What follows belongs to an exercise in optimizing a design on an open flow for small area and a short achievable clock period; a production flow would make more cautious choices.
The RTL was checked by simulation tests, not by an equivalence proof against the original design.
No activity file was given, so power comes from the tool's default toggle rates.

Design alu_top, start of the top module:
module alu_top (
    input clk,
    input [16-1:0] a,
    input [16-1:0] b,
    input [3:0] sel,
    output reg [16-1:0] y,
    output reg carry
);
  wire [0:0] t15 = a[15];
  wire [0:0] p15 = ~(t15 ^ b[0:0]);
  wire [1:0] c15;
  wire G15_0 = p15[0] ? 1'b0 : b[0];
  assign c15[0] = 1'b0;
  assign c15[1] = G15_0;
  wire [0:0] d15 = ~p15 ^ c15[0:0];
  wire q15 = ~|b[15:1] & ~c15[1];
  wire [0:0] r15 = q15 ? d15[0:0] : t15;
  wire [1:0] t14 = {r15, a[14]};
  wire [1:0] p14 = ~(t14 ^ b[1:0]);
  wire [2:0] c14;
  wire G14_0 = p14[0] ? 1'b0 : b[0];
  wire G14_1 = p14[1] ? G14_0 : b[1];
  assign c14[0] = 1'b0;
  assign c14[1] = G14_0;
  assign c14[2] = G14_1;
  wire [1:0] d14 = ~p14 ^ c14[1:0];
  wire q14 = ~|b[15:2] & ~c14[2];
  wire [1:0] r14 = q14 ? d14[1:0] : t14;
  wire [2:0] t13 = {r14, a[13]};
  wire [2:0] p13 = ~(t13 ^ b[2:0]);
  wire [3:0] c13;
  wire G13_0 = p13[0] ? 1'b0 : b[0];
  wire G13_1 = p13[2] ? b[1] : b[2];
  wire P13_1 = p13[2] & p13[1];
  wire G13_2 = P13_1 ? G13_0 : G13_1;
  wire G13_3 = p13[1] ? G13_0 : b[1];
  assign c13[0] = 1'b0;
  assign c13[1] = G13_0;
  assign c13[2] = G13_3;
  assign c13[3] = G13_2;
  wire [2:0] d13 = ~p13 ^ c13[2:0];
  wire q13 = ~|b[15:3] & ~c13[3];
  wire [2:0] r13 = q13 ? d13[2:0] : t13;
  wire [3:0] t12 = {r13, a[12]};
  wire [3:0] p12 = ~(t12 ^ b[3:0]);
  wire [4:0] c12;
  wire G12_0 = p12[0] ? 1'b0 : b[0];
  wire G12_1 = p12[2] ? b[1] : b[2];
  wire P12_1 = p12[2] & p12[1];
  wire G12_2 = P12_1 ? G12_0 : G12_1;
  wire G12_3 = p12[1] ? G12_0 : b[1];
  wire G12_4 = p12[3] ? G12_2 : b[3];
  assign c12[0] = 1'b0;
  assign c12[1] = G12_0;
  assign c12[2] = G12_3;
  assign c12[3] = G12_2;
  assign c12[4] = G12_4;
  wire [3:0] d12 = ~p12 ^ c12[3:0];
  wire q12 = ~|b[15:4] & ~c12[4];
  wire [3:0] r12 = q12 ? d12[3:0] : t12;
  wire [4:0] t11 = {r12, a[11]};
  wire [4:0] p11 = ~(t11 ^ b[4:0]);
  wire [5:0] c11;
  wire G11_0 = p11[0] ? 1'b0 : b[0];
  wire G11_1 = p11[2] ? b[1] : b[2];
  wire P11_1 = p11[2] & p11[1];
  wire G11_2 = p11[4] ? b[3] : b[4];
  wire P11_2 = p11[4] & p11[3];
  wire G11_3 = P11_1 ? G11_0 : G11_1;
  wire G11_4 = P11_2 ? G11_3 : G11_2;
  ...
Size: roughly 96 flip-flops, about 54 I/O pins, ~15000 sq um of cells after synthesis.
clock: 27.0 ns
lec_check: 0
abc_area: 1
cap_margin: 20
core_margin: 2
core_utilization: 55
slew_margin: 20
standard.sh (not shown) runs the stock make flow with config.mk's settings and CLKGATE_MAP_FILE= SYNTH_SCRIPT=/design/flow/synth_recipe.tcl, a recipe that flattens the netlist after the stock synthesis.
==> flow/flow/run.sh <==
#!/bin/bash
# Standard ORFS layout (standard.sh: unchanged synthesis, steps and SDC) with
# a larger setup slack margin for the repair steps.  At the design's 27 ns
# period every path already has slack, so without a margin the repair steps
# do nothing; with MARGIN ns they shorten every path longer than 27 - MARGIN.
set -euo pipefail
MARGIN=16
bash standard.sh SETUP_SLACK_MARGIN=$MARGIN  finish > standard.log 2>&1
Change:
--- a/flow/flow/run.sh
+++ b/flow/flow/run.sh
@@ -6,3 +6,3 @@
 set -euo pipefail
-MARGIN=16
+MARGIN=15.5
 bash standard.sh SETUP_SLACK_MARGIN=$MARGIN  finish > standard.log 2>&1
Result: The changed run finished clean; power goes down by 2.2%; non-clock buffer count came out lower by 16; maximum frequency decreases by 4.8%; critical path depth rose by 1; final area drops by 4.3%; register-to-register slack degrades by 0.36 ns; hold slack gains 0.0065 ns; utilization went down by 2.8 points; die area does not change; via count shrinks by 1.6%; count of clock-buffer cells in the layout stays the same.

==> what the ideal ports hide <==
In the flow no input, the clock included, has a driving cell. The finished layouts below were timed again as built, in two steps.
Step 1 (the two cells are an assumption about what drives the block):
set clk [get_ports {clk}]
set_driving_cell -lib_cell sky130_fd_sc_hd__clkbuf_16 $clk
set_driving_cell -lib_cell sky130_fd_sc_hd__buf_2 [delete_from_list [all_inputs] $clk]
Step 2 moves the port delays by t, midway between the first and last clock arrival at a register: inputs arrive t later, outputs are due t later. That takes back most of the time a late clock gives input paths.
Slacks: no drivers / after step 1 / after step 2; pairs: no drivers / after step 1.
run | t, ns | setup slack, ns | worst hold slack (ns)
the first run | 0.410 | 16.405 / 16.437 / 16.027 | 0.486 / 0.486 / 0.486
the second run | 0.406 | 15.872 / 15.904 / 15.498 | 0.492 / 0.492 / 0.492
After both steps every run listed still meets setup and hold. For the first run, which loses most, drivers alone change the setup slack by +0.032 ns; drivers and shift together by -0.378 ns.
